From an optimization exercise on the open Yosys and OpenROAD flow, aimed at small area; shortcuts taken in it are not production practice. Only simulation tests tie the RTL to the original design; equivalence was not proved.

==> inputs of run a <==
// exponent_multiplier
module exponent_multiplier (
    i_clk, i_rst_n,
    i_load, i_start, i_select,
    i_A, i_B,
    o_done, led_select, o_P,
    seg_i_A_ten, seg_i_A_unit,
    seg_i_B_ten, seg_i_B_unit,
    seg_o_P_thousand, seg_o_P_hundred, seg_o_P_ten, seg_o_P_unit
);
==> flow/config.mk <==
export PLATFORM = sky130hd
export DESIGN_NAME = exponent_multiplier
export DESIGN_NICKNAME = exponent_multiplier
export VERILOG_FILES = /design/flow/design.v
export SDC_FILE = /design/flow/constraint.sdc
export NUM_CORES = 4
export LEC_CHECK = 0
export ABC_AREA = 1
export ABC_CLOCK_PERIOD_IN_PS = 50000
export CAP_MARGIN = 20
export CORE_MARGIN = 2
export CORE_UTILIZATION = 30
export GPL_TIMING_DRIVEN = 0
export PLACE_DENSITY = 0.5
export SLEW_MARGIN = 20
==> flow/constraint.sdc <==
create_clock -name core_clock -period 50.0 [get_ports {i_clk}]
set_input_delay 10.0000 -clock core_clock [delete_from_list [all_inputs] [get_ports {i_clk}]]
set_output_delay 10.0000 -clock core_clock [all_outputs]
set_load 0.01 [all_outputs]
standard.sh (not shown) runs the stock make flow with config.mk's settings and CLKGATE_MAP_FILE= SYNTH_SCRIPT=/design/flow/synth_recipe.tcl, a recipe that flattens the netlist after the stock synthesis.
==> flow/flow/run.sh <==
#!/bin/bash
# Standard synthesis, then the combinational logic between the standard
# synthesis's registers is re-mapped by ABC for area (registers, their names
# and cell types are kept), then the standard flow from floorplan to finish.
set -euo pipefail
W=$(pwd)
R=$W/orfs/results/$FLOW_PLATFORM/exponent_multiplier/base
YOSYS=$FLOW_HOME/../tools/install/yosys/bin/yosys
bash standard.sh "$R/1_2_yosys.v" > "$W/1_standard_synth.log" 2>&1
cp "$R/1_2_yosys.v" "$W/1_2_yosys.standard.v"
# ABC runs with different random seeds (four at a time); the smallest is kept
reopt() {
  sed "s/SEED/$1/" "$W/flow/area.abc" > "$W/area$1.abc"
  LIBFILE=$FLOW_HOME/platforms/$FLOW_PLATFORM/lib/sky130_fd_sc_hd__tt_025C_1v80.lib \
  IN_V=$W/1_2_yosys.standard.v OUT_V=$W/1_2_yosys.reopt$1.v \
  ABC_SCRIPT=$W/area$1.abc ABC_CONSTR=$W/flow/abc.constr STAT_OUT=$W/reopt_stat$1.txt \
    "$YOSYS" -c "$W/flow/reopt.tcl" > "$W/2_reopt$1.log" 2>&1
}
SEEDS="0 1 2 3 4 5 6 8"
n=0
for s in $SEEDS; do
  reopt $s &
  n=$((n + 1))
  if (( n % 4 == 0 )); then wait; fi
done
wait
best=$(for s in $SEEDS; do
  a=$(awk '/Chip area/ {print $NF}' "$W/reopt_stat$s.txt" 2>/dev/null || true)
  [[ -n "$a" ]] && echo "$a $s"
done | sort -g | head -1 | awk '{print $2}')
grep -H "Chip area" "$W"/reopt_stat*.txt > "$W/2_reopt_choice.log" || true
echo "kept ABC run $best" >> "$W/2_reopt_choice.log"
cp "$W/1_2_yosys.reopt$best.v" "$R/1_2_yosys.v"
rm -f "$R/1_synth.odb" "$R/1_synth.sdc"
# Port buffers: the smallest buffer. Clock tree: clkbuf_8 buffers, no dummy loads.
bash standard.sh "BUFFER_PORTS_ARGS=-buffer_cell sky130_fd_sc_hd__buf_1" \
  "CTS_ARGS=-sink_clustering_enable -repair_clock_nets -dont_use_dummy_load -buf_list sky130_fd_sc_hd__clkbuf_8 -root_buf sky130_fd_sc_hd__clkbuf_8" \
  finish > "$W/3_standard_finish.log" 2>&1
Other scripts of this flow, unchanged in this note and not shown: flow/flow/abc.constr, flow/flow/area.abc, flow/flow/reopt.tcl
==> run b (differences from run a) <==
--- a/flow/flow/run.sh
+++ b/flow/flow/run.sh
@@ -32,7 +32,7 @@
 echo "kept ABC run $best" >> "$W/2_reopt_choice.log"
 cp "$W/1_2_yosys.reopt$best.v" "$R/1_2_yosys.v"
 rm -f "$R/1_synth.odb" "$R/1_synth.sdc"
-# Port buffers: the smallest buffer. Clock tree: clkbuf_8 buffers, no dummy loads.
+# Port buffers: the smallest buffer. Clock tree: clkbuf_4 buffers, no dummy loads.
 bash standard.sh "BUFFER_PORTS_ARGS=-buffer_cell sky130_fd_sc_hd__buf_1" \
-  "CTS_ARGS=-sink_clustering_enable -repair_clock_nets -dont_use_dummy_load -buf_list sky130_fd_sc_hd__clkbuf_8 -root_buf sky130_fd_sc_hd__clkbuf_8" \
+  "CTS_ARGS=-sink_clustering_enable -repair_clock_nets -dont_use_dummy_load -buf_list sky130_fd_sc_hd__clkbuf_4 -root_buf sky130_fd_sc_hd__clkbuf_4" \
   finish > "$W/3_standard_finish.log" 2>&1
==> comparison table <==
Wire length on met3: run a 4.86 mm; run b 5.01 mm
Minimum setup slack in the final design: run a 28.36 ns; run b 28.36 ns
Layout filler cell count: run a 2196; run b 2201
Clk latency of the worst-skew pair: run a 0.30 ns; run b 0.36 ns
Slew of the pin with the lowest slew margin: run a 1.22 ns; run b 1.25 ns
Final Non-Filler Cells: run a 1421; run b 1422
TritonRoute pass-1 iters: run a 7; run b 8
Portion of the layout cell area used by clock cells: run a 0.0104; run b 0.00572
Final cycle utilization of the critical path: run a 0.433; run b 0.433
Proportion of cell area occupied by registers: run a 0.112; run b 0.113
Met1 usage in global routing: run a 0.464; run b 0.465
DRC marker count from the first detailed-route iteration: run a 1347; run b 1342
Share of cell area taken by multi-input logic gates: run a 0.690; run b 0.693
Run status: run a no timing/DRC/antenna violations; run b no timing/DRC/antenna violations
Worst max-slew margin expressed relative to the limit: run a 0.189; run b 0.154
Met2 Track Usage GR: run a 0.511; run b 0.512
Setup clock skew after layout: run a 0.0138 ns; run b 0.0276 ns
Signal buffers share of area: run a 0.0547; run b 0.0549


==> inputs of run A <==
exponent_multiplier, a different RTL version from the one above (not shown whole).
## exponent_multiplier
module exponent_multiplier (
    i_clk, i_rst_n,
    i_load, i_start, i_select,
    i_A, i_B,
    o_done, led_select, o_P,
    seg_i_A_ten, seg_i_A_unit,
    seg_i_B_ten, seg_i_B_unit,
    seg_o_P_thousand, seg_o_P_hundred, seg_o_P_ten, seg_o_P_unit
);
==> module exponent_multiplier, before the edit <==
module exponent_multiplier (
    i_clk, i_rst_n,
    i_load, i_start, i_select,
    i_A, i_B,
    o_done, led_select, o_P,
    seg_i_A_ten, seg_i_A_unit,
    seg_i_B_ten, seg_i_B_unit,
    seg_o_P_thousand, seg_o_P_hundred, seg_o_P_ten, seg_o_P_unit
);
    input wire i_clk, i_rst_n;
    input wire i_load, i_start, i_select;
    input [3:0] i_A, i_B;
    output reg o_done, led_select;
    output wire [29:0] o_P;
    output wire [6:0] seg_i_A_ten, seg_i_A_unit;
    output wire [6:0] seg_i_B_ten, seg_i_B_unit;
    output wire [6:0] seg_o_P_thousand, seg_o_P_hundred, seg_o_P_ten, seg_o_P_unit;
    reg [1:0] state;
    reg [4:0] cnt;
    reg [3:0] reg_A, reg_B;
    reg [15:0] dexp;
    wire [29:0] pexp;
    rom_e u_rom (.a(reg_A), .b(reg_B), .e(pexp));
    always @(posedge i_clk or negedge i_rst_n) begin
        if (!i_rst_n) begin
            state <= 2'd0;
            reg_A <= 4'd0;
            reg_B <= 4'd0;
            o_done <= 1'b0;
            led_select <= 1'b0;
        end else begin
            case (state)
            2'd0: begin
                o_done <= 1'b0;
                led_select <= 1'b0;
                if (!i_load) begin
                    reg_A <= i_A;
                    reg_B <= i_B;
                    state <= 2'd1;
                end
            end
            2'd1: if (!i_start) state <= 2'd2;
            2'd2: if (i_start && cnt > {1'b0, reg_B} && cnt >= 5'd5) state <= 2'd3;
            2'd3: begin
                o_done <= 1'b1;
                led_select <= !i_select;
                if (!i_start) state <= 2'd0;
            end
            endcase
        end
    end
    always @(posedge i_clk) begin
        if (state == 2'd0) cnt <= 5'd0;
        else if (state == 2'd2 && i_start) cnt <= cnt + 5'd1;
    end
    function [3:0] add3(input [3:0] d);
        add3 = (d >= 4'd5) ? d + 4'd3 : d;
    endfunction
    function [15:0] dd4(input [15:0] d, input [3:0] c);
        integer i;
        reg [15:0] t;
        begin
            t = d;
            for (i = 3; i >= 0; i = i - 1) begin
                t = {add3(t[15:12]), add3(t[11:8]), add3(t[7:4]), add3(t[3:0])};
                t = {t[14:0], c[i]};
            end
            dd4 = t;
        end
    endfunction
    function [7:0] bcd6(input [5:0] v);
        integer i;
        reg [7:0] t;
        begin
            t = 8'd0;
            for (i = 5; i >= 0; i = i - 1) begin
                t = {add3(t[7:4]), add3(t[3:0])};
                t = {t[6:0], v[i]};
            end
            bcd6 = t;
        end
    endfunction
    reg [3:0] chunk;
    always @(*) begin
        case (cnt[2:0])
            3'd0: chunk = pexp[23:20];
            3'd1: chunk = pexp[19:16];
            3'd2: chunk = pexp[15:12];
            3'd3: chunk = pexp[11:8];
            3'd4: chunk = pexp[7:4];
            default: chunk = pexp[3:0];
        endcase
    end
    always @(posedge i_clk) begin
        if (!state[1]) dexp <= {8'd0, bcd6(pexp[29:24])};
        else if (state == 2'd2 && i_start && cnt < 5'd6) dexp <= dd4(dexp, chunk);
    end
    wire [7:0] pmul = reg_A * reg_B;
    assign o_P = o_done ? (led_select ? pexp : {22'd0, pmul}) : 30'd0;
    function [11:0] bcd8(input [7:0] v);
        integer i;
        reg [11:0] t;
        begin
            t = 12'd0;
            for (i = 7; i >= 0; i = i - 1) begin
                t = {add3(t[11:8]), add3(t[7:4]), add3(t[3:0])};
                t = {t[10:0], v[i]};
            end
            bcd8 = t;
        end
    endfunction
    wire [11:0] dmul = bcd8(pmul);
    wire [15:0] dig = o_done ? (led_select ? dexp : {4'd0, dmul}) : 16'h0000;
    function [6:0] seg7(input [3:0] d);
        case (d)
            4'd0: seg7 = 7'b1000000;
            4'd1: seg7 = 7'b1111001;
            4'd2: seg7 = 7'b0100100;
            4'd3: seg7 = 7'b0110000;
            4'd4: seg7 = 7'b0011001;
            4'd5: seg7 = 7'b0010010;
            4'd6: seg7 = 7'b0000010;
            4'd7: seg7 = 7'b1111000;
            4'd8: seg7 = 7'b0000000;
            4'd9: seg7 = 7'b0010000;
            default: seg7 = 7'b1000000;
        endcase
    endfunction
    assign seg_o_P_thousand = seg7(dig[15:12]);
    assign seg_o_P_hundred  = seg7(dig[11:8]);
    assign seg_o_P_ten      = seg7(dig[7:4]);
    assign seg_o_P_unit     = seg7(dig[3:0]);
    wire a_ge10 = reg_A[3] & (reg_A[2] | reg_A[1]);
    wire b_ge10 = reg_B[3] & (reg_B[2] | reg_B[1]);
    assign seg_i_A_unit = seg7(a_ge10 ? reg_A - 4'd10 : reg_A);
    assign seg_i_A_ten  = seg7({3'd0, a_ge10});
    assign seg_i_B_unit = seg7(b_ge10 ? reg_B - 4'd10 : reg_B);
    assign seg_i_B_ten  = seg7({3'd0, b_ge10});
endmodule
Settings: LEC_CHECK=0, ABC_AREA=1, ABC_CLOCK_PERIOD_IN_PS=50000, CAP_MARGIN=20, CORE_MARGIN=2, CORE_UTILIZATION=40, PLACE_DENSITY=0.6, SLEW_MARGIN=20; clock period 50.0 ns.
==> flow/flow/run.sh <==
#!/bin/bash
# Standard synthesis, then the combinational logic between the standard
# synthesis's registers is re-mapped by ABC for area (registers, their names
# and cell types are kept), then the standard flow from floorplan to finish.
set -euo pipefail
W=$(pwd)
R=$W/orfs/results/$FLOW_PLATFORM/exponent_multiplier/base
YOSYS=$FLOW_HOME/../tools/install/yosys/bin/yosys
bash standard.sh "$R/1_2_yosys.v" > "$W/1_standard_synth.log" 2>&1
cp "$R/1_2_yosys.v" "$W/1_2_yosys.standard.v"
LIBFILE=$FLOW_HOME/platforms/$FLOW_PLATFORM/lib/sky130_fd_sc_hd__tt_025C_1v80.lib \
IN_V=$W/1_2_yosys.standard.v OUT_V=$W/1_2_yosys.reopt.v \
ABC_SCRIPT=$W/flow/area.abc ABC_CONSTR=$W/flow/abc.constr STAT_OUT=$W/reopt_stat.txt \
  "$YOSYS" -c "$W/flow/reopt.tcl" > "$W/2_reopt.log" 2>&1
cp "$W/1_2_yosys.reopt.v" "$R/1_2_yosys.v"
rm -f "$R/1_synth.odb" "$R/1_synth.sdc"
bash standard.sh finish > "$W/3_standard_finish.log" 2>&1
==> flow/flow/abc.constr <==
set_driving_cell sky130_fd_sc_hd__buf_1
set_load 5
==> flow/flow/area.abc <==
strash; dc2; &get -n; &deepsyn -T 120; &put; dch; amap; topo; dnsize
==> flow/flow/reopt.tcl <==
# Re-optimise the combinational logic of the standard synthesis netlist.
# Registers (and tie cells) stay the same instances with the same names.
set lib $::env(LIBFILE)
yosys read_liberty -ignore_miss_func $lib
yosys read_verilog $::env(IN_V)
yosys hierarchy -top exponent_multiplier
yosys select -module exponent_multiplier
yosys select -clear
foreach pat {sky130_fd_sc_hd__df* sky130_fd_sc_hd__edf* sky130_fd_sc_hd__sdf* sky130_fd_sc_hd__conb_1} {
  yosys setattr -mod -set keep_hierarchy 1 $pat
}
yosys flatten
yosys opt_clean -purge
yosys stat
yosys opt -purge
yosys abc -script $::env(ABC_SCRIPT) -liberty $lib -dont_use *probe* -dont_use *lpflow* -dont_use *clkbuf* -dont_use *clkinv* -dont_use *dly* -dont_use *ha_* -dont_use *fa_* -dont_use *fah* -constr $::env(ABC_CONSTR) -D 50000 exponent_multiplier
yosys opt_clean -purge
yosys hilomap -singleton -hicell sky130_fd_sc_hd__conb_1 HI -locell sky130_fd_sc_hd__conb_1 LO exponent_multiplier
yosys splitnets
yosys opt_clean -purge
yosys tee -o $::env(STAT_OUT) stat -liberty $lib exponent_multiplier
yosys select exponent_multiplier
yosys write_verilog -noattr -noexpr -nohex -nodec -selected $::env(OUT_V)
==> run R: changes against run A <==
==> flow/run.sh (new file) <==
#!/bin/bash
# synth_recipe.tcl (not shown) runs the flow's synth.tcl, then flattens the netlist and writes it again
# the make line also repeats each setting of config.mk as NAME=value (left out here)
make -C /OpenROAD-flow-scripts/flow DESIGN_CONFIG=/design/flow/config.mk WORK_HOME=/design/flow/orfs CLKGATE_MAP_FILE= SYNTH_SCRIPT=/design/flow/synth_recipe.tcl finish
removed: flow/flow/run.sh
removed: flow/flow/abc.constr
removed: flow/flow/area.abc
removed: flow/flow/reopt.tcl
removed: flow/standard.sh
==> run E: changes against run A <==
--- a/flow/design.v
+++ b/flow/design.v
@@ -55,5 +55,10 @@
     end
     function [3:0] add3(input [3:0] d);
-        add3 = (d >= 4'd5) ? d + 4'd3 : d;
+        reg ge5;
+        begin
+            ge5 = d[3] | (d[2] & (d[1] | d[0]));
+            add3 = {ge5, (d[2] & ~ge5) | (d[3] & d[0]),
+                    ge5 ? ((d[1] & d[0]) | (d[3] & ~d[0])) : d[1], d[0] ^ ge5};
+        end
     endfunction
     function [15:0] dd4(input [15:0] d, input [3:0] c);
--- a/flow/flow/run.sh
+++ b/flow/flow/run.sh
@@ -15,3 +15,3 @@
 cp "$W/1_2_yosys.reopt.v" "$R/1_2_yosys.v"
 rm -f "$R/1_synth.odb" "$R/1_synth.sdc"
-bash standard.sh finish > "$W/3_standard_finish.log" 2>&1
+bash standard.sh "BUFFER_PORTS_ARGS=-buffer_cell sky130_fd_sc_hd__buf_1" finish > "$W/3_standard_finish.log" 2>&1
--- a/flow/config.mk
+++ b/flow/config.mk
@@ -11,4 +11,5 @@
 export CORE_MARGIN = 2
 export CORE_UTILIZATION = 40
+export CTS_BUF_LIST = sky130_fd_sc_hd__clkbuf_2 sky130_fd_sc_hd__clkbuf_4 sky130_fd_sc_hd__clkbuf_8
 export PLACE_DENSITY = 0.6
 export SLEW_MARGIN = 20
==> comparison <==
Global-route usage, highest first: run E, run A, run R. First-iteration DRC count: run R is smaller than run E (about 21%). Final cell count, highest first: run R, run A, run E. The highest non-clock buffer count belongs to run A, the lowest to run R. In run A the cell area is larger than in run E, by about 11%. The highest sequential share of layout area belongs to run E, the lowest to run R. In flip-flop and latch count, run E and run A do not differ. Utilization, lowest first: run R, run E, run A.
==> figures <==
|  | run R | run A | run E |
|---|---|---|---|
| Outcome | no timing/DRC/antenna violations | no timing/DRC/antenna violations | no timing/DRC/antenna violations |
| Clock transition time at the flip-flop clock pins of the worst setup and hold paths | 60 ps | 60 ps | 70 ps |
| Seq area share | 0.0718 | 0.0995 | 0.109 |
| Buf/Inv on CP | 15 | 8 | 8 |
| Clk_buf instances | 5 | 5 | 6 |
| Final worst slack | 31100 ps | 31070 ps | 31190 ps |
| Initial antenna violation count | 0 | 4 | 0 |
| Total area of sequential cells | 801 um^2 | 801 um^2 | 791 um^2 |
| Time the final worst path needs with I/O delays and setup | 18900 ps | 18930 ps | 18810 ps |
| M1 GR Usage | 0.494 | 0.611 | 0.644 |
| Worst-path maximum fanout | 25 | 19 | 18 |
| Multi-input gate share of the layout cell area | 0.677 | 0.631 | 0.677 |
| Worst-Margin Slew | 1060 ps | 1260 ps | 1190 ps |
| FF-to-FF Start | reg_B[0] | reg_A[3] | reg_B[3] |
| CP max stage cell | sky130_fd_sc_hd__fa_1 | sky130_fd_sc_hd__clkdlybuf4s50_1 | sky130_fd_sc_hd__inv_1 |
| Met3 Use GR | 0.132 | 0.254 | 0.249 |
| Count of antenna diodes in the layout | 0 | 1 | 0 |

afterwards: timing with drivers on the ports:
How much do the figures lean on ideal ports? The routed layouts below were timed once more, with nothing changed but the port constraints. Step 1: set_driving_cell puts a clkbuf_16 on i_clk and a buf_2 on each other input, an assumption about the parent block. Step 2 also shifts input and output timing later by t, the mid clock arrival at the registers, as if the neighbouring blocks saw the same clock. Three values: no drivers, after step 1, after step 2; two values: the first two.
| run | t, ns | setup slack, ns | clock arrival spread, ns | worst register clock-pin slew, ns | pins driven straight from the clock port |
|---|---|---|---|---|---|
| run a of note 1 | 0.321 | 28.357 / 28.326 / 28.647 | 0.014 / 0.014 | 0.07 / 0.07 | 1 |
| run b of note 1 | 0.377 | 28.361 / 28.332 / 28.709 | 0.028 / 0.028 | 0.12 / 0.12 | 1 |
| run A of note 2 | 0.311 | 31.073 / 31.040 / 31.351 | 0.007 / 0.006 | 0.06 / 0.06 | 1 |
| run R of note 2 | 0.345 | 31.102 / 31.056 / 31.401 | 0.011 / 0.011 | 0.07 / 0.07 | 1 |
| run E of note 2 | 0.324 | 31.192 / 31.158 / 31.482 | 0.011 / 0.011 | 0.08 / 0.08 | 1 |
After both steps every run listed still meets setup and hold.
